Source: an optimization exercise on an open RTL-to-GDS flow (aim: small area and a short achievable clock period). Production flows keep margins and buffers that such runs may drop. RTL that was checked went through simulation tests only; none was proved equivalent to the original. For runs 2 to 4, only the layout was checked, not whether the RTL still works. Power and IR drop assume default switching activity.

==> flow/design.v (outline; a module is shown in full before it is edited, if it fits) <==
// module fir: 2127 lines
// module fa: 4 lines
module fir(
    input clk,
    input signed [15:0] noisy_signal,
    output signed [15:0] filtered_signal
);
  // ...
==> flow/run.sh <==
#!/bin/bash
# synth_recipe.tcl (not shown) runs the flow's synth.tcl, then flattens the netlist and writes it again
# the make line also repeats each setting of config.mk as NAME=value (left out here)
make -C /OpenROAD-flow-scripts/flow DESIGN_CONFIG=/design/flow/config.mk WORK_HOME=/design/flow/orfs CLKGATE_MAP_FILE= SYNTH_SCRIPT=/design/flow/synth_recipe.tcl finish
==> flow/config.mk <==
export PLATFORM = sky130hd
export DESIGN_NAME = fir
export DESIGN_NICKNAME = fir
export VERILOG_FILES = /design/flow/design.v
export SDC_FILE = /design/flow/constraint.sdc
export NUM_CORES = 4
export LEC_CHECK = 0
export CAP_MARGIN = 20
export CORE_MARGIN = 2
export CORE_UTILIZATION = 40
export SETUP_SLACK_MARGIN = 3.5
export SLEW_MARGIN = 20
export SYNTH_HIERARCHICAL = 1
export SYNTH_MINIMUM_KEEP_SIZE = 0
==> flow/constraint.sdc <==
create_clock -name core_clock -period 6.0 [get_ports {clk}]
set_input_delay 1.2000 -clock core_clock [delete_from_list [all_inputs] [get_ports {clk}]]
set_output_delay 1.2000 -clock core_clock [all_outputs]
set_load 0.01 [all_outputs]
==> out/metrics.csv, run 1 <==
metric,value,unit
main combinational cell family by area after synthesis,adder cells,
YS warnings,7,
Seq power,4.55,mW
most numerous cell in the Yosys netlist,fa_1,
final total power,16.5,mW
crit start category,flip-flop,
DR vias,10984,
total power divided by cell area,666,nW/µm²
Worst Setup End Kind,flip-flop,
Cells after DPL,2122,
P_sw,6.55,mW
post-synthesis mux area share,0.144,%
Seq area share,33.6,%
clock sinks,403,
Rows,83,
Int Power,9.95,mW
DRT met1 WL,18900,µm
pin count of the biggest net entering global routing,15,
"top cells by count, synth","fa_1, dfxtp_1, inv_1",
synthesis-stage register bit count,403,
clock edge transition at the registers on the reported setup and hold paths,0.06,ns
outcome,"complete, no violations",
Skew-Pair Late Insertion Delay,0.57,ns
Placement Cell Area,22100,µm²
"most common cell after layout, fill and taps aside",fa_1,
grt met3 use,2.88,%
Max clock buf depth,3,
met1 usage in global routing,23.2,%
sequential share of the synthesized area,38.6,%
synthesis-to-layout area growth,18.7,%
biggest regs,"p0_0 x17, p1_m1 x17, p2_m1 x17",
max-slew violation count,0,
Signal buf overhead,4.21,%
initial antenna violation count,0,
worst path bufs/invs,0,
inverters,147,
top cell category,multi-input gates,
fraction of standard cell area in multi-input logic,50.8,%
Routed met3 length,1650,µm
==> inputs of run 2 (changes only) <==
--- a/flow/design.v
+++ b/flow/design.v
@@ -202,16 +202,24 @@
     reg q3_184;
     reg q3_185;
     reg q3_186;
     reg q3_187;
     reg q3_188;
     reg q3_189;
     reg q3_190;
     reg q3_191;
+    reg q3_192;
+    reg q3_193;
+    reg q3_194;
+    reg q3_195;
+    reg q3_196;
+    reg q3_197;
+    reg q3_198;
+    reg q3_199;
     reg [15:0] y;
     wire w1;
     wire w2;
     wire w3;
     wire w4;
     wire w5;
     wire w6;
     wire w7;
@@ -1286,16 +1294,19 @@
     wire w1076;
     wire w1077;
     wire w1078;
     wire w1079;
     wire w1080;
     wire w1081;
     wire w1082;
     wire w1083;
+    wire w1084;
+    wire w1085;
+    wire w1086;
     always @(posedge clk) begin
         r0 <= noisy_signal;
         r1 <= r0;
         r2 <= r1;
         r3 <= r2;
         r4 <= r3;
         r5 <= r4;
         r6 <= r5;
@@ -1456,52 +1467,60 @@
         q2_149 <= w808;
         q2_150 <= q1_109;
         q2_151 <= q1_110;
         q2_152 <= w809;
         q3_153 <= w833;
         q3_154 <= w855;
         q3_155 <= w847;
         q3_156 <= w849;
-        q3_157 <= w850;
-        q3_158 <= w871;
+        q3_157 <= w870;
+        q3_158 <= w850;
         q3_159 <= w872;
-        q3_160 <= w889;
-        q3_161 <= w888;
-        q3_162 <= w903;
-        q3_163 <= w905;
-        q3_164 <= w890;
-        q3_165 <= w915;
-        q3_166 <= w906;
-        q3_167 <= w917;
-        q3_168 <= w916;
-        q3_169 <= w918;
-        q3_170 <= w929;
-        q3_171 <= w928;
-        q3_172 <= w942;
-        q3_173 <= w930;
-        q3_174 <= w956;
-        q3_175 <= w957;
-        q3_176 <= w970;
-        q3_177 <= w971;
-        q3_178 <= w985;
-        q3_179 <= w986;
-        q3_180 <= w997;
-        q3_181 <= w998;
-        q3_182 <= w1009;
-        q3_183 <= w1010;
-        q3_184 <= w1021;
-        q3_185 <= w1022;
-        q3_186 <= w1029;
-        q3_187 <= w1030;
-        q3_188 <= w1034;
-        q3_189 <= w1037;
-        q3_190 <= w1038;
-        q3_191 <= w1039;
-        y <= {q3_190, q3_189, w1081, w1079, w1077, w1075, w1073, w1071, w1069, w1067, w1063, w1059, w1055, w1051, w1049, w1045} + {q3_191, w1083, w1082, w1080, w1078, w1076, w1074, w1072, w1070, w1068, w1066, w1062, w1058, w1054, w1050, w1048} + {15'd0, 1'b0} + 16'd0;
+        q3_160 <= w888;
+        q3_161 <= w873;
+        q3_162 <= w890;
+        q3_163 <= w907;
+        q3_164 <= w891;
+        q3_165 <= w909;
+        q3_166 <= w922;
+        q3_167 <= w910;
+        q3_168 <= w924;
+        q3_169 <= w936;
+        q3_170 <= w925;
+        q3_171 <= w938;
+        q3_172 <= w951;
+        q3_173 <= w939;
+        q3_174 <= w953;
+        q3_175 <= w966;
+        q3_176 <= w954;
+        q3_177 <= w968;
+        q3_178 <= w980;
+        q3_179 <= w969;
+        q3_180 <= w982;
+        q3_181 <= w995;
+        q3_182 <= w983;
+        q3_183 <= w997;
+        q3_184 <= w1007;
+        q3_185 <= w998;
+        q3_186 <= w1009;
+        q3_187 <= w1008;
+        q3_188 <= w1010;
+        q3_189 <= w1021;
+        q3_190 <= w1020;
+        q3_191 <= w1032;
+        q3_192 <= w1022;
+        q3_193 <= w1042;
+        q3_194 <= w1043;
+        q3_195 <= w1050;
+        q3_196 <= w1051;
+        q3_197 <= w1053;
+        q3_198 <= w1054;
+        q3_199 <= w1055;
+        y <= {~q3_198, q3_196, q3_194, q3_193, w1084, w1082, w1080, w1078, w1076, w1074, w1072, w1070, w1068, w1066, w1064, w1061} + {q3_199, ~q3_197, q3_195, w1086, w1085, w1083, w1081, w1079, w1077, w1075, w1073, w1071, w1069, w1067, w1065, w1063} + {15'd0, 1'b0} + 16'd0;
     end
     assign w1 = ~r5[0];
     fa uw2 (.a(w1), .b(r4[0]), .c(p2_m1[0]), .s(w2), .co(w3));
     fa uw4 (.a(p2_m1[1]), .b(r5[1]), .c(p2_m1[0]), .s(w4), .co(w5));
     assign w6 = ~w4;
     fa uw7 (.a(r4[1]), .b(r3[0]), .c(w6), .s(w7), .co(w8));
     assign w9 = ~1'b0;
     fa uw10 (.a(w3), .b(w9), .c(w7), .s(w10), .co(w11));
@@ -1995,137 +2014,140 @@
     fa uw849 (.a(w842), .b(w844), .c(w834), .s(w849), .co(w850));
     assign w851 = ~q2_111 & q2_112;
     assign w852 = ~q2_111 | q2_112;
     assign w853 = 1'b0 | (w811 & w851);
     assign w854 = w811 & w852;
     assign w855 = 1'b0 | (w818 & w853);
     assign w856 = w818 & w854;
     fa uw857 (.a(q2_123), .b(q2_124), .c(r6[9]), .s(w857), .co(w858));
-    assign w859 = ~r6[11];
-    fa uw860 (.a(w859), .b(r6[7]), .c(r6[4]), .s(w860), .co(w861));
-    fa uw862 (.a(r6[2]), .b(r7[2]), .c(r7[4]), .s(w862), .co(w863));
-    fa uw864 (.a(w836), .b(w840), .c(w857), .s(w864), .co(w865));
-    assign w866 = ~w838;
-    fa uw867 (.a(w866), .b(w862), .c(w860), .s(w867), .co(w868));
-    fa uw869 (.a(w843), .b(w845), .c(w864), .s(w869), .co(w870));
-    fa uw871 (.a(w867), .b(w848), .c(w869), .s(w871), .co(w872));
-    assign w873 = ~q2_125;
-    fa uw874 (.a(w873), .b(q2_126), .c(q2_127), .s(w874), .co(w875));
-    fa uw876 (.a(q2_128), .b(r6[10]), .c(r6[8]), .s(w876), .co(w877));
-    assign w878 = ~r6[12];
-    fa uw879 (.a(w878), .b(r6[5]), .c(r6[3]), .s(w879), .co(w880));
-    fa uw881 (.a(r7[3]), .b(r7[5]), .c(w858), .s(w881), .co(w882));
-    fa uw883 (.a(w863), .b(w876), .c(w861), .s(w883), .co(w884));
-    fa uw885 (.a(w874), .b(w879), .c(w865), .s(w885), .co(w886));
-    fa uw887 (.a(w881), .b(w868), .c(w883), .s(w887), .co(w888));
-    fa uw889 (.a(w870), .b(w885), .c(w887), .s(w889), .co(w890));
-    assign w891 = ~q2_129;
-    fa uw892 (.a(w891), .b(q2_130), .c(q2_131), .s(w892), .co(w893));
-    assign w894 = ~r6[13];
-    fa uw895 (.a(w894), .b(r6[11]), .c(r6[9]), .s(w895), .co(w896));
-    fa uw897 (.a(r6[6]), .b(r6[4]), .c(r7[4]), .s(w897), .co(w898));
-    fa uw899 (.a(r7[6]), .b(w877), .c(w897), .s(w899), .co(w900));
-    fa uw901 (.a(w875), .b(w880), .c(w892), .s(w901), .co(w902));
-    fa uw903 (.a(w895), .b(w882), .c(w884), .s(w903), .co(w904));
-    fa uw905 (.a(w899), .b(w901), .c(w886), .s(w905), .co(w906));
-    fa uw907 (.a(q2_132), .b(r6[12]), .c(r6[10]), .s(w907), .co(w908));
-    fa uw909 (.a(r6[7]), .b(r6[5]), .c(r7[5]), .s(w909), .co(w910));
-    fa uw911 (.a(r7[7]), .b(r7[8]), .c(w898), .s(w911), .co(w912));
-    fa uw913 (.a(w907), .b(w909), .c(w893), .s(w913), .co(w914));
-    fa uw915 (.a(w896), .b(w900), .c(w911), .s(w915), .co(w916));
-    fa uw917 (.a(w902), .b(w913), .c(w904), .s(w917), .co(w918));
-    fa uw919 (.a(q2_133), .b(q2_134), .c(r6[13]), .s(w919), .co(w920));
-    fa uw921 (.a(r6[11]), .b(r6[8]), .c(r6[6]), .s(w921), .co(w922));
-    fa uw923 (.a(r7[6]), .b(r7[8]), .c(r7[9]), .s(w923), .co(w924));
-    fa uw925 (.a(w908), .b(w910), .c(w919), .s(w925), .co(w926));
-    fa uw927 (.a(w921), .b(w923), .c(w912), .s(w927), .co(w928));
-    fa uw929 (.a(w914), .b(w925), .c(w927), .s(w929), .co(w930));
-    fa uw931 (.a(q2_135), .b(q2_136), .c(r6[12]), .s(w931), .co(w932));
-    fa uw933 (.a(r6[9]), .b(r6[7]), .c(r7[7]), .s(w933), .co(w934));
-    assign w935 = ~r7[15];
-    fa uw936 (.a(r7[9]), .b(r7[10]), .c(w935), .s(w936), .co(w937));
-    fa uw938 (.a(w920), .b(w922), .c(w924), .s(w938), .co(w939));
-    fa uw940 (.a(w931), .b(w933), .c(w936), .s(w940), .co(w941));
-    fa uw942 (.a(w926), .b(w938), .c(w940), .s(w942), .co(w943));
-    fa uw944 (.a(q2_137), .b(q2_138), .c(r6[13]), .s(w944), .co(w945));
-    fa uw946 (.a(r6[10]), .b(r6[8]), .c(r7[8]), .s(w946), .co(w947));
-    fa uw948 (.a(r7[10]), .b(r7[11]), .c(r8[15]), .s(w948), .co(w949));
-    fa uw950 (.a(w932), .b(w934), .c(w944), .s(w950), .co(w951));
-    fa uw952 (.a(w946), .b(w948), .c(w937), .s(w952), .co(w953));
-    fa uw954 (.a(w939), .b(w950), .c(w941), .s(w954), .co(w955));
-    fa uw956 (.a(w952), .b(w943), .c(w954), .s(w956), .co(w957));
-    fa uw958 (.a(q2_139), .b(q2_140), .c(r6[11]), .s(w958), .co(w959));
-    fa uw960 (.a(r6[9]), .b(r7[9]), .c(r7[11]), .s(w960), .co(w961));
-    fa uw962 (.a(r7[12]), .b(r8[14]), .c(r8[11]), .s(w962), .co(w963));
-    fa uw964 (.a(w945), .b(w947), .c(w949), .s(w964), .co(w965));
-    fa uw966 (.a(w958), .b(w960), .c(w962), .s(w966), .co(w967));
-    fa uw968 (.a(w951), .b(w964), .c(w953), .s(w968), .co(w969));
-    fa uw970 (.a(w966), .b(w955), .c(w968), .s(w970), .co(w971));
-    fa uw972 (.a(q2_141), .b(q2_142), .c(r6[12]), .s(w972), .co(w973));
-    fa uw974 (.a(r6[10]), .b(r7[10]), .c(r7[12]), .s(w974), .co(w975));
-    assign w976 = ~r8[15];
-    fa uw977 (.a(r7[13]), .b(w976), .c(r8[12]), .s(w977), .co(w978));
-    fa uw979 (.a(w959), .b(w961), .c(w963), .s(w979), .co(w980));
-    fa uw981 (.a(w972), .b(w974), .c(w977), .s(w981), .co(w982));
-    fa uw983 (.a(w965), .b(w967), .c(w979), .s(w983), .co(w984));
-    fa uw985 (.a(w981), .b(w969), .c(w983), .s(w985), .co(w986));
-    fa uw987 (.a(q2_143), .b(r6[11]), .c(r7[11]), .s(w987), .co(w988));
-    fa uw989 (.a(r7[13]), .b(r7[14]), .c(r8[13]), .s(w989), .co(w990));
-    fa uw991 (.a(r8[11]), .b(w973), .c(w975), .s(w991), .co(w992));
-    fa uw993 (.a(w987), .b(w989), .c(w978), .s(w993), .co(w994));
-    fa uw995 (.a(w980), .b(w991), .c(w982), .s(w995), .co(w996));
-    fa uw997 (.a(w993), .b(w984), .c(w995), .s(w997), .co(w998));
-    fa uw999 (.a(q2_144), .b(q2_145), .c(r6[12]), .s(w999), .co(w1000));
-    fa uw1001 (.a(r7[12]), .b(r7[14]), .c(r8[14]), .s(w1001), .co(w1002));
-    fa uw1003 (.a(w935), .b(r8[12]), .c(w988), .s(w1003), .co(w1004));
-    fa uw1005 (.a(w990), .b(w999), .c(w1001), .s(w1005), .co(w1006));
-    fa uw1007 (.a(w992), .b(w1003), .c(w994), .s(w1007), .co(w1008));
-    fa uw1009 (.a(w1005), .b(w996), .c(w1007), .s(w1009), .co(w1010));
-    fa uw1011 (.a(q2_146), .b(r6[13]), .c(r7[13]), .s(w1011), .co(w1012));
-    assign w1013 = ~r8[13];
-    fa uw1014 (.a(r7[15]), .b(r8[15]), .c(w1013), .s(w1014), .co(w1015));
-    fa uw1016 (.a(w1000), .b(w1002), .c(w1011), .s(w1016), .co(w1017));
-    assign w1018 = ~w1014;
-    fa uw1019 (.a(w1018), .b(w1004), .c(w1006), .s(w1019), .co(w1020));
-    fa uw1021 (.a(w1016), .b(w1008), .c(w1019), .s(w1021), .co(w1022));
-    assign w1023 = ~q2_147;
-    fa uw1024 (.a(w1023), .b(r7[14]), .c(r8[14]), .s(w1024), .co(w1025));
-    assign w1026 = ~w1015;
-    fa uw1027 (.a(w1012), .b(w1026), .c(w1024), .s(w1027), .co(w1028));
-    fa uw1029 (.a(w1017), .b(w1027), .c(w1020), .s(w1029), .co(w1030));
-    fa uw1031 (.a(q2_148), .b(r7[15]), .c(r8[15]), .s(w1031), .co(w1032));
-    assign w1033 = ~w1031;
-    fa uw1034 (.a(w1033), .b(w1025), .c(w1028), .s(w1034), .co(w1035));
-    assign w1036 = ~w1032;
-    fa uw1037 (.a(q2_149), .b(w1036), .c(w1035), .s(w1037), .co(w1038));
-    fa uw1039 (.a(q2_150), .b(q2_151), .c(q2_152), .s(w1039), .co(w1040));
-    assign w1041 = q3_153 & q3_154;
-    assign w1042 = q3_153 | q3_154;
-    assign w1043 = q3_155 & q3_156;
-    assign w1044 = q3_155 | q3_156;
-    assign w1045 = w1043 | (w1044 & w1041);
-    assign w1046 = w1044 & w1042;
-    assign w1047 = ~r7[13];
-    fa uw1048 (.a(q3_157), .b(q3_158), .c(w1047), .s(w1048), .co(w1049));
-    fa uw1050 (.a(q3_159), .b(q3_160), .c(w770), .s(w1050), .co(w1051));
-    fa uw1052 (.a(q3_161), .b(q3_162), .c(q3_163), .s(w1052), .co(w1053));
-    fa uw1054 (.a(q3_164), .b(r7[15]), .c(w1052), .s(w1054), .co(w1055));
-    fa uw1056 (.a(q3_165), .b(q3_166), .c(q3_167), .s(w1056), .co(w1057));
-    fa uw1058 (.a(w770), .b(w1053), .c(w1056), .s(w1058), .co(w1059));
-    fa uw1060 (.a(q3_168), .b(q3_169), .c(q3_170), .s(w1060), .co(w1061));
-    fa uw1062 (.a(r7[15]), .b(w1057), .c(w1060), .s(w1062), .co(w1063));
-    fa uw1064 (.a(q3_171), .b(q3_172), .c(q3_173), .s(w1064), .co(w1065));
-    fa uw1066 (.a(r7[14]), .b(w1061), .c(w1064), .s(w1066), .co(w1067));
-    fa uw1068 (.a(q3_174), .b(w935), .c(w1065), .s(w1068), .co(w1069));
-    fa uw1070 (.a(q3_175), .b(q3_176), .c(r7[14]), .s(w1070), .co(w1071));
-    fa uw1072 (.a(q3_177), .b(q3_178), .c(w935), .s(w1072), .co(w1073));
-    fa uw1074 (.a(q3_179), .b(q3_180), .c(r7[13]), .s(w1074), .co(w1075));
-    fa uw1076 (.a(q3_181), .b(q3_182), .c(r7[14]), .s(w1076), .co(w1077));
-    fa uw1078 (.a(q3_183), .b(q3_184), .c(w935), .s(w1078), .co(w1079));
-    fa uw1080 (.a(q3_185), .b(q3_186), .c(r7[14]), .s(w1080), .co(w1081));
-    fa uw1082 (.a(q3_187), .b(q3_188), .c(w935), .s(w1082), .co(w1083));
+    assign w859 = ~r6[7];
+    fa uw860 (.a(r6[13]), .b(r6[11]), .c(w859), .s(w860), .co(w861));
+    fa uw862 (.a(r6[4]), .b(r6[2]), .c(r7[2]), .s(w862), .co(w863));
+    assign w864 = ~w838;
+    fa uw865 (.a(r7[4]), .b(w836), .c(w864), .s(w865), .co(w866));
+    fa uw867 (.a(w840), .b(w857), .c(w862), .s(w867), .co(w868));
+    assign w869 = ~w860;
+    fa uw870 (.a(w869), .b(w843), .c(w845), .s(w870), .co(w871));
+    fa uw872 (.a(w867), .b(w865), .c(w848), .s(w872), .co(w873));
+    fa uw874 (.a(q2_125), .b(r6[14]), .c(r6[12]), .s(w874), .co(w875));
+    fa uw876 (.a(q2_126), .b(q2_127), .c(q2_128), .s(w876), .co(w877));
+    fa uw878 (.a(r6[10]), .b(r6[8]), .c(r6[5]), .s(w878), .co(w879));
+    fa uw880 (.a(r6[3]), .b(r7[3]), .c(r7[5]), .s(w880), .co(w881));
+    fa uw882 (.a(w858), .b(w863), .c(w876), .s(w882), .co(w883));
+    assign w884 = ~w874;
+    fa uw885 (.a(w884), .b(w878), .c(w880), .s(w885), .co(w886));
+    assign w887 = ~w861;
+    fa uw888 (.a(w887), .b(w868), .c(w866), .s(w888), .co(w889));
+    fa uw890 (.a(w882), .b(w885), .c(w871), .s(w890), .co(w891));
+    assign w892 = ~q2_129;
+    fa uw893 (.a(w892), .b(q2_130), .c(q2_131), .s(w893), .co(w894));
+    fa uw895 (.a(r6[15]), .b(r6[11]), .c(r6[9]), .s(w895), .co(w896));
+    assign w897 = ~r6[13];
+    fa uw898 (.a(w897), .b(r6[6]), .c(r6[4]), .s(w898), .co(w899));
+    assign w900 = ~w875;
+    fa uw901 (.a(r7[4]), .b(r7[6]), .c(w900), .s(w901), .co(w902));
+    fa uw903 (.a(w877), .b(w879), .c(w881), .s(w903), .co(w904));
+    fa uw905 (.a(w895), .b(w893), .c(w898), .s(w905), .co(w906));
+    fa uw907 (.a(w883), .b(w903), .c(w886), .s(w907), .co(w908));
+    fa uw909 (.a(w901), .b(w905), .c(w889), .s(w909), .co(w910));
+    fa uw911 (.a(q2_132), .b(r6[12]), .c(r6[10]), .s(w911), .co(w912));
+    assign w913 = ~r6[14];
+    fa uw914 (.a(w913), .b(r6[7]), .c(r6[5]), .s(w914), .co(w915));
+    fa uw916 (.a(r7[5]), .b(r7[7]), .c(r7[8]), .s(w916), .co(w917));
+    fa uw918 (.a(w896), .b(w911), .c(w916), .s(w918), .co(w919));
+    fa uw920 (.a(w894), .b(w899), .c(w914), .s(w920), .co(w921));
+    fa uw922 (.a(w904), .b(w902), .c(w918), .s(w922), .co(w923));
+    fa uw924 (.a(w906), .b(w920), .c(w908), .s(w924), .co(w925));
+    fa uw926 (.a(q2_133), .b(q2_134), .c(r6[15]), .s(w926), .co(w927));
+    fa uw928 (.a(r6[13]), .b(r6[11]), .c(r6[8]), .s(w928), .co(w929));
+    fa uw930 (.a(r6[6]), .b(r7[6]), .c(r7[8]), .s(w930), .co(w931));
+    fa uw932 (.a(r7[9]), .b(w912), .c(w917), .s(w932), .co(w933));
+    fa uw934 (.a(w926), .b(w928), .c(w930), .s(w934), .co(w935));
+    fa uw936 (.a(w915), .b(w919), .c(w932), .s(w936), .co(w937));
+    fa uw938 (.a(w934), .b(w921), .c(w923), .s(w938), .co(w939));
+    fa uw940 (.a(q2_135), .b(q2_136), .c(r6[14]), .s(w940), .co(w941));
+    fa uw942 (.a(r6[12]), .b(r6[9]), .c(r6[7]), .s(w942), .co(w943));
+    fa uw944 (.a(r7[7]), .b(r7[9]), .c(r7[10]), .s(w944), .co(w945));
+    assign w946 = ~r7[15];
+    fa uw947 (.a(w946), .b(w927), .c(w929), .s(w947), .co(w948));
+    fa uw949 (.a(w931), .b(w940), .c(w942), .s(w949), .co(w950));
+    fa uw951 (.a(w944), .b(w933), .c(w935), .s(w951), .co(w952));
+    fa uw953 (.a(w947), .b(w949), .c(w937), .s(w953), .co(w954));
+    fa uw955 (.a(q2_137), .b(q2_138), .c(r6[13]), .s(w955), .co(w956));
+    assign w957 = ~r6[15];
+    fa uw958 (.a(w957), .b(r6[10]), .c(r6[8]), .s(w958), .co(w959));
+    fa uw960 (.a(r7[8]), .b(r7[10]), .c(r7[11]), .s(w960), .co(w961));
+    fa uw962 (.a(r8[15]), .b(w941), .c(w943), .s(w962), .co(w963));
+    fa uw964 (.a(w945), .b(w955), .c(w960), .s(w964), .co(w965));
+    fa uw966 (.a(w958), .b(w948), .c(w950), .s(w966), .co(w967));
+    fa uw968 (.a(w962), .b(w964), .c(w952), .s(w968), .co(w969));
+    fa uw970 (.a(q2_139), .b(q2_140), .c(r6[14]), .s(w970), .co(w971));
+    fa uw972 (.a(r6[11]), .b(r6[9]), .c(r7[9]), .s(w972), .co(w973));
+    fa uw974 (.a(r7[11]), .b(r7[12]), .c(r8[14]), .s(w974), .co(w975));
+    fa uw976 (.a(r8[11]), .b(w956), .c(w961), .s(w976), .co(w977));
+    fa uw978 (.a(w970), .b(w972), .c(w974), .s(w978), .co(w979));
+    fa uw980 (.a(w959), .b(w963), .c(w965), .s(w980), .co(w981));
+    fa uw982 (.a(w976), .b(w978), .c(w967), .s(w982), .co(w983));
+    fa uw984 (.a(q2_141), .b(q2_142), .c(r6[12]), .s(w984), .co(w985));
+    fa uw986 (.a(w957), .b(r6[10]), .c(r7[10]), .s(w986), .co(w987));
+    fa uw988 (.a(r7[12]), .b(r7[13]), .c(r8[12]), .s(w988), .co(w989));
+    assign w990 = ~r8[15];
+    fa uw991 (.a(w990), .b(w971), .c(w973), .s(w991), .co(w992));
+    fa uw993 (.a(w975), .b(w984), .c(w988), .s(w993), .co(w994));
+    fa uw995 (.a(w986), .b(w977), .c(w979), .s(w995), .co(w996));
+    fa uw997 (.a(w991), .b(w993), .c(w981), .s(w997), .co(w998));
+    fa uw999 (.a(q2_143), .b(r6[13]), .c(r6[11]), .s(w999), .co(w1000));
+    fa uw1001 (.a(r7[11]), .b(r7[13]), .c(r7[14]), .s(w1001), .co(w1002));
+    fa uw1003 (.a(r8[13]), .b(r8[11]), .c(w985), .s(w1003), .co(w1004));
+    fa uw1005 (.a(w989), .b(w999), .c(w1001), .s(w1005), .co(w1006));
+    fa uw1007 (.a(w987), .b(w992), .c(w994), .s(w1007), .co(w1008));
+    fa uw1009 (.a(w1003), .b(w1005), .c(w996), .s(w1009), .co(w1010));
+    fa uw1011 (.a(q2_144), .b(q2_145), .c(r6[14]), .s(w1011), .co(w1012));
+    fa uw1013 (.a(r6[12]), .b(r7[12]), .c(r7[14]), .s(w1013), .co(w1014));
+    fa uw1015 (.a(w946), .b(r8[14]), .c(r8[12]), .s(w1015), .co(w1016));
+    fa uw1017 (.a(w1000), .b(w1002), .c(w1011), .s(w1017), .co(w1018));
+    fa uw1019 (.a(w1013), .b(w1015), .c(w1004), .s(w1019), .co(w1020));
+    fa uw1021 (.a(w1006), .b(w1017), .c(w1019), .s(w1021), .co(w1022));
+    fa uw1023 (.a(q2_146), .b(r6[13]), .c(r7[13]), .s(w1023), .co(w1024));
+    fa uw1025 (.a(r6[15]), .b(r7[15]), .c(r8[15]), .s(w1025), .co(w1026));
+    fa uw1027 (.a(r8[13]), .b(w1012), .c(w1014), .s(w1027), .co(w1028));
+    assign w1029 = ~w1025;
+    fa uw1030 (.a(w1023), .b(w1029), .c(w1016), .s(w1030), .co(w1031));
+    fa uw1032 (.a(w1018), .b(w1027), .c(w1030), .s(w1032), .co(w1033));
+    assign w1034 = ~q2_147;
+    fa uw1035 (.a(w1034), .b(r6[14]), .c(r7[14]), .s(w1035), .co(w1036));
+    assign w1037 = ~w1026;
+    fa uw1038 (.a(r8[14]), .b(w1024), .c(w1037), .s(w1038), .co(w1039));
+    fa uw1040 (.a(w1035), .b(w1028), .c(w1031), .s(w1040), .co(w1041));
+    fa uw1042 (.a(w1038), .b(w1033), .c(w1040), .s(w1042), .co(w1043));
+    fa uw1044 (.a(q2_148), .b(r6[15]), .c(r7[15]), .s(w1044), .co(w1045));
+    assign w1046 = ~w1036;
+    fa uw1047 (.a(r8[15]), .b(w1044), .c(w1046), .s(w1047), .co(w1048));
+    assign w1049 = ~w1047;
+    fa uw1050 (.a(w1039), .b(w1049), .c(w1041), .s(w1050), .co(w1051));
+    assign w1052 = ~q2_149;
+    fa uw1053 (.a(w1052), .b(w1045), .c(w1048), .s(w1053), .co(w1054));
+    fa uw1055 (.a(q2_150), .b(q2_151), .c(q2_152), .s(w1055), .co(w1056));
+    assign w1057 = q3_153 & q3_154;
+    assign w1058 = q3_153 | q3_154;
+    assign w1059 = q3_155 & q3_156;
+    assign w1060 = q3_155 | q3_156;
+    assign w1061 = w1059 | (w1060 & w1057);
+    assign w1062 = w1060 & w1058;
+    fa uw1063 (.a(q3_157), .b(q3_158), .c(q3_159), .s(w1063), .co(w1064));
+    fa uw1065 (.a(q3_160), .b(q3_161), .c(q3_162), .s(w1065), .co(w1066));
+    fa uw1067 (.a(q3_163), .b(q3_164), .c(q3_165), .s(w1067), .co(w1068));
+    fa uw1069 (.a(q3_166), .b(q3_167), .c(q3_168), .s(w1069), .co(w1070));
+    fa uw1071 (.a(q3_169), .b(q3_170), .c(q3_171), .s(w1071), .co(w1072));
+    fa uw1073 (.a(q3_172), .b(q3_173), .c(q3_174), .s(w1073), .co(w1074));
+    fa uw1075 (.a(q3_175), .b(q3_176), .c(q3_177), .s(w1075), .co(w1076));
+    fa uw1077 (.a(q3_178), .b(q3_179), .c(q3_180), .s(w1077), .co(w1078));
+    fa uw1079 (.a(q3_181), .b(q3_182), .c(q3_183), .s(w1079), .co(w1080));
+    fa uw1081 (.a(q3_184), .b(q3_185), .c(q3_186), .s(w1081), .co(w1082));
+    fa uw1083 (.a(q3_187), .b(q3_188), .c(q3_189), .s(w1083), .co(w1084));
+    fa uw1085 (.a(q3_190), .b(q3_191), .c(q3_192), .s(w1085), .co(w1086));
     assign filtered_signal = y;
 endmodule
 module fa(input a, input b, input c, output s, output co);
     assign s = a ^ b ^ c;
     assign co = (a & b) | (a & c) | (b & c);
 endmodule
==> flow/config.mk (replaced) <==
export PLATFORM = sky130hd
export DESIGN_NAME = fir
export DESIGN_NICKNAME = fir
export VERILOG_FILES = /design/flow/design.v
export SDC_FILE = /design/flow/constraint.sdc
export NUM_CORES = 4
export LEC_CHECK = 0
export CAP_MARGIN = 20
export CORE_MARGIN = 2
export CORE_UTILIZATION = 65
export SETUP_SLACK_MARGIN = 3.7
export SLEW_MARGIN = 20
export SYNTH_HIERARCHICAL = 1
export SYNTH_MINIMUM_KEEP_SIZE = 0
==> out/metrics.csv, run 2 <==
metric,value,unit,change
Comb power frac,56.6,%,
worst r2r src,p1_m1[2],,
"commonest non-fill, non-tap cells in the layout","dfxtp_1, fa_1, fa_2",,
YS warnings,7,,unchanged
core area,31600,µm²,
cell taking the most area after synthesis,fa_1,,
Rows,65,,-22%
global-route usage over all layers,29.0,%,
hold path startpoint,r3[8],,
number of diodes,0,,
P_sw,6.52,mW,-0.45%
crit start category,flip-flop,,
final total power,16.6,mW,+0.64%
R2R setup slack,3.49,ns,
"top cells by area, synth","fa_1, dfxtp_1, ha_1",,
DRT antenna net count,0,,
most numerous cell in the Yosys netlist,fa_1,,
Reg2Reg Capture Point,q0_15,,
Clk pwr share,15.6,%,
MaxCap Viol Count,0,,
"most common cell after layout, fill and taps aside",dfxtp_1,,
I/O Pins,33,,
Cells after DPL,1828,,-14%
final hold violation count,0,,
syn avg cell area,14.9,µm²,
TritonCTS clock tree,built,,
max-slew violation count,0,,unchanged
Worst path max stage delay,0.55,ns,
GRT overflow,0,,
fin crit period,2.51,ns,
hold crit path type,flip-flop to flip-flop,,
"top cells by count, synth","fa_1, dfxtp_1, inv_1",,
Vias/cell,5.40,,
WHS,0.312,ns,
layout cell share with drive strength beyond 1,33.6,%,
Synth Flop Type,dfxtp_1,,
final setup violating endpoints,0,,
outcome,"complete, no violations",,
IO buf count,32,,
critical path's slowest cell,fa_2,,
Setup Total Neg Slack,0,ns,
fmax,0.399,GHz,
fin nets,2149,,
pin count of the biggest net entering global routing,15,,unchanged
clock sinks,411,,+2.0%
Crit path max-delay family,adder cells,,
P_leak,10.3,nW,
clk_skew,0.0310,ns,
Initial Util,66.0,%,
Arrival @ worst endpoint,2.93,ns,
crit-path cells,"buf_12, fa_2, inv_1, fa_2, fa_1, fa_1",,
R2R cell count,6,,
Async SR Flop Fraction,0,%,
total power divided by cell area,659,nW/µm²,-1.1%
post-DP HPWL,33200,µm,
top cell type's share of synthesized area,44.4,%,
synthesis-stage register bit count,411,,+2.0%
hold depth,0,,
WS Path Type,flip-flop to flip-flop,,
"Cell Area, Synth",20800,µm²,
Sw Share,39.3,%,
CTS root buffer,clkbuf_16,,
Max clock buf depth,3,,unchanged
Final Cycle Share,41.8,%,
Die W,183,µm,
"Max FO, Critical Path",4,,
worst path bufs/invs,2,,+2
router iterations before antenna repair,5,,
Post-Syn Instances,1400,,
gp weighted congestion,0.852,,
Int Power,10.1,mW,+1.4%
Seq pwr share,27.9,%,
biggest regs,"p0_0 x17, p1_m1 x17, p2_m1 x17",,
Worst Setup End Kind,flip-flop,,
sequential share of the synthesized area,39.5,%,+0.88 points
vias in the first global route,12757,,
number of DRC markers in iteration 0,576,,
post-synth cell types,51,,
die height,183,µm,
wire per inst,22.3,µm,
synthesis-to-layout area growth,21.1,%,
number of synthesized flops with an enable pin,0,,
syn_nets,1942,,
Worst EP required,6.43,ns,
full die area,33500,µm²,
unrepaired setup endpoints after global routing,true,,
DR vias,11013,,+0.26%
Skew-Pair Late Insertion Delay,0.55,ns,-0.02 ns
fin cells,2041,,
initial antenna violation count,0,,unchanged
Post-CTS Hold Fix Bufs,0,,
clock edge transition at the registers on the reported setup and hold paths,0.06,ns,about the same
Hold EP,r4[8],,
final WL,45600,µm,
TritonCTS buffer count,42,,
DRC,0,,
number of H-tree levels,2,,
VDD IR-drop max,0.458,mV,
first-pass GRT wire length,70400,µm,
[run 2: cell count changes in the layout (fill, tap and decap cells not counted), sizes merged, moves of 6 or more]
cell | before | now
clkbuf | 59 | 74
inv | 147 | 157
nor3 | 8 | 14
nand4 | 2 | 11
dlygate4sd2 | 16 | 0
o21a | 6 | 0
nand2 | 36 | 22
a211oi | 10 | 2
xnor2 | 33 | 39
clkinvlp | 8 | 1
o21ai | 29 | 20
dfxtp | 403 | 411
buf | 89 | 138
[run 2: layout make-up]
type	count	area (µm²)
Multi-Input combinational cell	828	12700
Clock buffer	63	1250
Sequential cell	411	8540
Fill cell	1790	6330
Tap cell	402	503
Timing Repair Buffer	169	1490
Inverter	155	591
Clock inverter	13	123
[run 2: cell families (layout without fill, tap and decap cells)]
group	Yosys count	in the layout	synth area share [%]
and+or+nand+nor	116	116	2.82
other	1	1	0.0180
AOI/OAI and AO/OA	131	131	4.19
buffers and inverters	161	400	2.90
muxes	1	1	0.0481
DFF	411	411	39.5
xor gates and xnor gates	52	52	2.19
adders and majority gates	527	527	48.3
[run 2: what timing repair did]
action,CTS,global route
buffers inserted,92,45
gates resized for setup,243,107
pin swaps,79,78
endpoints found under the setup margin,140,128
hold endpoints to repair,0,0
[run 2: metal layers]
metal / vias up / routed length [µm] / global-route usage [%]
met1: 5834 / 18900 / 38.6
li1: 4854 / - / -
met2: 234 / 23300 / 49.2
met3: 91 / 1740 / 4.77
met4: 0 / 1630 / 10.0
met5: - / 0 / 0
[run 2: per-stage QoR]
stage | worst slack, ns | cell area (µm²) | utilization, %
CTS | 3.50 | 24600 | 78.1
global route | 3.46 | 25200 | 79.9
finish | 3.49 | 25200 | 79.9
global placement | 3.45 | 21900 | 69.3
floorplan | 3.59 | 21100 | -
detailed placement | 3.36 | 21900 | 69.3
[run 2: power by group through the flow]
| stage | combinational (mW) | sequential [mW] | clock, mW |
|---|---|---|---|
| 2_1_floorplan | 5.70 | 4.52 | 0 |
| 3_3_place_gp | 7.76 | 4.71 | 0 |
| 3_5_place_dp | 8.08 | 4.73 | 0 |
| 4_1_cts | 9.03 | 4.66 | 2.62 |
| 5_1_grt | 10.7 | 4.75 | 2.74 |
| 6_report | 9.40 | 4.63 | 2.59 |
[run 2: how the worst max path moves through the flow]
stage          startpoint     to  slack [ns]  cells after the start
4_1_cts          p1_m1[2]  q0_19        3.50                      4
6_report         p1_m1[2]  q0_15        3.49                      6
3_5_place_dp       q3_157  y[14]        3.36                     10
3_3_place_gp      p0_0[0]  q1_66        3.45                      5
5_1_grt          p1_m1[1]  q0_19        3.46                      4
2_1_floorplan       r5[0]  q1_66        3.59                      5
[run 2: modules after synthesis (local to each module, per instance)]
| module | cells inside | times used |
|---|---|---|
| fa | 1 | 458 |
| fir | 942 | 1 |
==> inputs of run 3 (changes only) <==
--- a/flow/config.mk
+++ b/flow/config.mk
@@ -8,6 +8,7 @@
 export CAP_MARGIN = 20
 export CORE_MARGIN = 2
 export CORE_UTILIZATION = 65
+export CTS_BUF_LIST = sky130_fd_sc_hd__clkbuf_4 sky130_fd_sc_hd__clkbuf_8
 export SETUP_SLACK_MARGIN = 3.7
 export SLEW_MARGIN = 20
 export SYNTH_HIERARCHICAL = 1
==> out/metrics.csv, run 3 <==
metric,value,unit,change
fin crit period,2.51,ns,+0.00705 ns
number of synthesized flops with an enable pin,0,,unchanged
R2R setup slack,3.49,ns,about the same
Worst Setup End Kind,flip-flop,,
setup ws final,3.49,ns,-0.00705 ns
"most common cell after layout, fill and taps aside",fa_1,,
final total power,16.6,mW,-0.33%
post-synth cell types,51,,unchanged
sequential share of the synthesized area,39.5,%,unchanged
GRT overflow,0,,unchanged
clock edge transition at the registers on the reported setup and hold paths,0.06,ns,about the same
syn_nets,1942,,unchanged
final hold violation count,0,,unchanged
MaxCap Viol Count,0,,unchanged
Post-CTS Hold Fix Bufs,0,,unchanged
unrepaired setup endpoints after global routing,true,,
VDD IR-drop max,0.444,mV,-3.2%
clock sinks,411,,unchanged
syn avg cell area,14.9,µm²,unchanged
"commonest non-fill, non-tap cells in the layout","fa_1, dfxtp_1, fa_2",,
Post-Syn Instances,1400,,unchanged
Synth Flop Type,dfxtp_1,,
full die area,33500,µm²,unchanged
die height,183,µm,unchanged
outcome,"complete, no violations",,
Final Cycle Share,41.9,%,+0.12 points
DR vias,11174,,+1.5%
number of H-tree levels,3,,+1
fin nets,2174,,+1.2%
Rows,65,,unchanged
Vias/cell,5.35,,-0.77%
number of DRC markers in iteration 0,658,,+14%
Die W,183,µm,unchanged
Max clock buf depth,3,,unchanged
DRT antenna net count,0,,unchanged
vias in the first global route,13048,,+2.3%
post-DP HPWL,33200,µm,unchanged
biggest regs,"p0_0 x17, p1_m1 x17, p2_m1 x17",,
wire per inst,21.8,µm,-2.2%
TritonCTS buffer count,68,,+62%
core area,31600,µm²,unchanged
Async SR Flop Fraction,0,%,unchanged
router iterations before antenna repair,5,,unchanged
number of diodes,0,,unchanged
I/O Pins,33,,unchanged
hold crit path type,flip-flop to flip-flop,,
crit start category,flip-flop,,
global-route usage over all layers,29.5,%,+0.53 points
cell taking the most area after synthesis,fa_1,,
max-slew violation count,0,,unchanged
dpl ws,3.36,ns,unchanged
Arrival @ worst endpoint,3.02,ns,+0.09 ns
synthesis-to-layout area growth,21.4,%,
pin count of the biggest net entering global routing,11,,-4
first-pass GRT wire length,71200,µm,+1.1%
most numerous cell in the Yosys netlist,fa_1,,
fmax,0.398,GHz,-0.28%
Worst EP required,6.51,ns,+0.08 ns
clk_skew,0.0363,ns,+0.00532 ns
YS warnings,7,,unchanged
initial antenna violation count,0,,unchanged
Setup Total Neg Slack,0,ns,unchanged
DRC,0,,unchanged
gp weighted congestion,0.852,,unchanged
"top cells by area, synth","fa_1, dfxtp_1, ha_1",,
Skew-Pair Late Insertion Delay,0.63,ns,+0.08 ns
final setup violating endpoints,0,,unchanged
CTS root buffer,clkbuf_8,,
top cell type's share of synthesized area,44.4,%,unchanged
TritonCTS clock tree,built,,
"Cell Area, Synth",20800,µm²,unchanged
synthesis-stage register bit count,411,,unchanged
layout cell share with drive strength beyond 1,36.0,%,+2.3 points
total power divided by cell area,655,nW/µm²,-0.51%
IO buf count,32,,unchanged
"top cells by count, synth","fa_1, dfxtp_1, inv_1",,
Initial Util,66.0,%,unchanged
final WL,45600,µm,about the same
WS Path Type,flip-flop to flip-flop,,
P_leak,10.4,nW,+0.76%
"Max FO, Critical Path",4,,unchanged
run 3: cell counts after synthesis:
No cell type changed its count.
run 3: final cells by class:
type / instances / area (µm²)
clock buffer: 107 / 1310
clock inverter: 16 / 92.6
inverter: 155 / 588
sequential: 411 / 8550
timing repair buffer: 168 / 1480
tap: 402 / 503
fill: 1819 / 6290
multi-input combinational: 828 / 12700
run 3: routing by layer:
metal  up-vias  wire (µm)  track usage [%]  share of wire [%]
met1      5844      18100             37.9                 40
met2       311      23300             49.7                 51
met3       110       2420             6.59                5.3
met4         0       1790             11.5                3.9
li1       4909          -                -                  -
met5         -          0                0                  0
run 3: kinds of logic (layout without fill, tap and decap cells):
kind of cell | Yosys count | count (layout) | synth area share [%]
compound gates | 131 | 131 | 4.19
simple gates | 116 | 116 | 2.82
buf+inv | 161 | 446 | 2.90
xor+xnor | 52 | 52 | 2.19
fa+ha+maj | 527 | 527 | 48.3
flops | 411 | 411 | 39.5
other cells | 1 | 1 | 0.0180
mux | 1 | 1 | 0.0481
run 3: timing repair:
| action | 4_1_cts | 5_1_grt |
|---|---|---|
| pin swaps | 97 | 72 |
| cloned | 0 | 0 |
| endpoints found under the setup margin | 140 | 111 |
| resized for setup | 266 | 104 |
| buffers inserted | 98 | 38 |
run 3: worst paths after layout:
check / end / cells past startpoint / start
min reg2reg: r4[8] / 0 / r3[8]
min: r4[8] / 0 / r3[8]
max: q0_15 / 6 / p1_m1[2]
max reg2reg: q0_15 / 6 / p1_m1[2]
run 3: critical path, stage by stage (launching register included):
cell and delay (ns):
dfxtp_4 0.38, buf_12 0.14, fa_2 0.56, inv_2 0.04
fa_2 0.33, fa_1 0.52, fa_2 0.43
run 3: modules after synthesis (local to each module, per instance):
module / cells inside / times used / cell area, µm²
fa: 1 / 458 / 20.0
fir: 942 / 1 / 11700
run 3: stage by stage:
step | utilization, % | hold WS, ns | instance area, µm² | cells
floorplan | - | 0.310 | 21100 | 1400
global placement | 69.3 | 0.310 | 21900 | 1828
detailed placement | 69.3 | 0.312 | 21900 | 1828
CTS | 78.1 | 0.309 | 24600 | 2049
global route | 80.1 | 0.313 | 25300 | 2087
finish | 80.1 | 0.301 | 25300 | 2087
run 3: report_power, final:
part	switching [mW]	leakage [nW]	internal, mW
clock network	1.11	0.741	1.39
registers	0.683	3.49	3.95
logic	4.77	6.18	4.65
==> inputs of run 4 (changes only) <==
--- a/flow/config.mk
+++ b/flow/config.mk
@@ -8,7 +8,8 @@
 export CAP_MARGIN = 20
 export CORE_MARGIN = 2
 export CORE_UTILIZATION = 65
-export CTS_BUF_LIST = sky130_fd_sc_hd__clkbuf_4 sky130_fd_sc_hd__clkbuf_8
+export CTS_CLUSTER_DIAMETER = 100
+export CTS_CLUSTER_SIZE = 30
 export SETUP_SLACK_MARGIN = 3.7
 export SLEW_MARGIN = 20
 export SYNTH_HIERARCHICAL = 1
==> out/metrics.csv, run 4 <==
metric,value,unit,change
max-slew violation count,0,,unchanged
first-pass GRT wire length,69100,µm,-3.0%
WS Path Type,flip-flop to flip-flop,,
P_leak,9.98,nW,-4.2%
Seq pwr share,30.1,%,+2.1 points
Comb power frac,60.9,%,+4.0 points
Post-Syn Instances,1400,,unchanged
final setup violating endpoints,0,,unchanged
CTS root buffer,clkbuf_16,,
unrepaired setup endpoints after global routing,true,,
worst r2r src,r7[14],,
Setup Total Neg Slack,0,ns,unchanged
post-synth cell types,51,,unchanged
vias in the first global route,12490,,-4.3%
layout cell share with drive strength beyond 1,33.0,%,-3.0 points
"top cells by area, synth","fa_1, dfxtp_1, ha_1",,
sequential share of the synthesized area,39.5,%,unchanged
hold depth,0,,unchanged
setup ws final,3.50,ns,+0.0105 ns
number of synthesized flops with an enable pin,0,,unchanged
full die area,33500,µm²,unchanged
Initial Util,66.0,%,unchanged
Reg2Reg Capture Point,q2_136,,
final WL,44000,µm,-3.4%
number of H-tree levels,1,,-2
TritonCTS clock tree,built,,
R2R cell count,5,,-1
crit-path cells,"inv_2, fa_1, fa_1, fa_2, fa_2",,
core area,31600,µm²,unchanged
initial antenna violation count,0,,unchanged
R2R setup slack,3.50,ns,about the same
clock edge transition at the registers on the reported setup and hold paths,0.12,ns,+0.06 ns
Worst Setup End Kind,flip-flop,,
Arrival @ worst endpoint,2.92,ns,-0.10 ns
total power divided by cell area,626,nW/µm²,-4.4%
Hold EP,r4[12],,
wire per inst,21.9,µm,+0.26%
DRC,0,,unchanged
Final Cycle Share,41.7,%,-0.18 points
"Max FO, Critical Path",4,,unchanged
syn avg cell area,14.9,µm²,unchanged
I/O Pins,33,,unchanged
router iterations before antenna repair,5,,unchanged
cell taking the most area after synthesis,fa_1,,
MaxCap Viol Count,0,,unchanged
Worst path max stage delay,0.55,ns,about the same
VDD IR-drop max,0.469,mV,+5.8%
synthesis-to-layout area growth,17.6,%,
final hold violation count,0,,unchanged
hold path startpoint,r3[12],,
Clk pwr share,9.0,%,-6.1 points
number of DRC markers in iteration 0,639,,-2.9%
Synth Flop Type,dfxtp_1,,
dpl ws,3.36,ns,unchanged
"commonest non-fill, non-tap cells in the layout","dfxtp_1, fa_1, fa_2",,
global-route usage over all layers,28.3,%,-1.3 points
post-DP HPWL,33200,µm,unchanged
P_sw,6.22,mW,-5.2%
Post-CTS Hold Fix Bufs,0,,unchanged
hold crit path type,flip-flop to flip-flop,,
critical path's slowest cell,fa_2,,
"Cell Area, Synth",20800,µm²,unchanged
"top cells by count, synth","fa_1, dfxtp_1, inv_1",,
GRT overflow,0,,unchanged
Skew-Pair Late Insertion Delay,0.53,ns,-0.10 ns
fin nets,2142,,-1.5%
synthesis-stage register bit count,411,,unchanged
IO buf count,32,,unchanged
Die W,183,µm,unchanged
fin crit period,2.50,ns,-0.0105 ns
Async SR Flop Fraction,0,%,unchanged
Rows,65,,unchanged
Sw Share,40.6,%,+0.93 points
gp weighted congestion,0.852,,unchanged
outcome,"complete, no violations",,
syn_nets,1942,,unchanged
most numerous cell in the Yosys netlist,fa_1,,
"most common cell after layout, fill and taps aside",dfxtp_1,,
biggest regs,"p0_0 x17, p1_m1 x17, p2_m1 x17",,
pin count of the biggest net entering global routing,32,,+21
Worst EP required,6.42,ns,-0.09 ns
die height,183,µm,unchanged
crit start category,flip-flop,,
YS warnings,7,,unchanged
TritonCTS buffer count,17,,-75%
Int Power,9.11,mW,-8.8%
fmax,0.400,GHz,+0.42%
top cell type's share of synthesized area,44.4,%,unchanged
clock sinks,411,,unchanged
DR vias,10809,,-3.3%
DRT antenna net count,0,,unchanged
Vias/cell,5.38,,+0.44%
Max clock buf depth,3,,unchanged
number of diodes,0,,unchanged
clk_skew,0.0180,ns,-0.0184 ns
## run 4: cell counts after synthesis
No cell type changed its count.
## run 4: area by class of cell
| cell class | instances | area (µm²) |
|---|---|---|
| repair buffers | 187 | 1620 |
| multi-input cells | 828 | 12700 |
| clock inverters | 1 | 11.3 |
| inverters | 155 | 591 |
| flip-flops and latches | 411 | 8550 |
| clock buffers | 26 | 459 |
| fillers | 1903 | 7070 |
| well taps | 402 | 503 |
## run 4: per-layer routing
metal / GRT usage (%) / part of all wire (%) / wire length, µm
met4: 9.70 / 3.4 / 1500
met3: 3.28 / 3.3 / 1460
met5: 0 / 0 / 0
met1: 38.3 / 42 / 18300
met2: 48.4 / 52 / 22800
## run 4: logic make-up after synthesis
group,share of synthesized area (%)
fa+ha+maj,48.3
flops,39.5
buf+inv,2.90
compound gates,4.19
simple gates,2.82
xor+xnor,2.19
other cells,0.0180
mux,0.0481
## run 4: per-stage QoR
stage	std cells	instance area, µm²	utilization, %	hold WS, ns	total power, mW
2_1_floorplan	1400	21100	-	0.310	10.2
4_1_cts	1972	23900	75.9	0.328	15.1
5_1_grt	2010	24500	77.6	0.332	16.9
3_3_place_gp	1828	21900	69.3	0.310	12.5
6_report	2010	24500	77.6	0.327	15.3
3_5_place_dp	1828	21900	69.3	0.312	12.8
## run 4: power groups by stage
stage	Sequential (mW)	Combinational, mW	Clock (mW)
3_3_place_gp	4.71	7.76	0
6_report	4.61	9.34	1.38
4_1_cts	4.63	9.06	1.41
3_5_place_dp	4.73	8.08	0
5_1_grt	4.73	10.7	1.51
2_1_floorplan	4.52	5.70	0
## run 4: worst max-delay path by stage
stage / to / start / slack (ns) / depth (start not counted)
3_5_place_dp: y[14] / q3_157 / 3.36 / 10
3_3_place_gp: q1_66 / p0_0[0] / 3.45 / 5
4_1_cts: q0_19 / p1_m1[8] / 3.50 / 4
5_1_grt: q0_35 / p2_m1[6] / 3.45 / 4
2_1_floorplan: q1_66 / r5[0] / 3.59 / 5
6_report: q2_136 / r7[14] / 3.50 / 5
## run 4: what timing repair did
action	4_1_cts	5_1_grt
pin swaps	103	76
setup buffers	117	38
endpoints found under the hold margin	0	0
resized for setup	251	119
gates cloned	0	0
setup endpoints to repair	138	133
## run 4: per-module statistics from Yosys, one instance, submodules excluded
| module | cells | area, µm² |
|---|---|---|
| fir | 942 | 11700 |
| fa | 1 | 20.0 |
## run 4: worst max-delay path: cells and delay by family, from the launching register on
kind	cells	cell delay, ns
buffers and inverters	1	0.04
adder cells (fa/ha/maj)	4	1.96
flip-flops	1	0.40

[static timing again, ports no longer ideal]
No port has a modelled driver above. Below, the same layouts with a new extraction and two added sets of constraints. Step 1, drivers: a clkbuf_16 drives clk and a buf_2 each remaining input, both assumed. Step 2, shift: input delay + t, output delay - t, t = (earliest + latest rising clock arrival at the registers) / 2. This alone moves slack from input paths to output paths. a / b / c = ideal ports / drivers / drivers and shift; a / b = the first two.
run	t (ns)	setup WS [ns]	clock arrival spread, ns	slew at the worst register clock pin (ns)
run 1	0.619	3.323 / 3.323 / 3.323	0.025 / 0.025	0.06 / 0.06
run 2	0.591	3.495 / 3.495 / 3.495	0.031 / 0.031	0.06 / 0.06
run 3	0.663	3.487 / 3.487 / 3.487	0.038 / 0.037	0.06 / 0.06
run 4	0.575	3.498 / 3.498 / 3.498	0.024 / 0.024	0.12 / 0.12
After both steps every run listed still meets setup and hold.
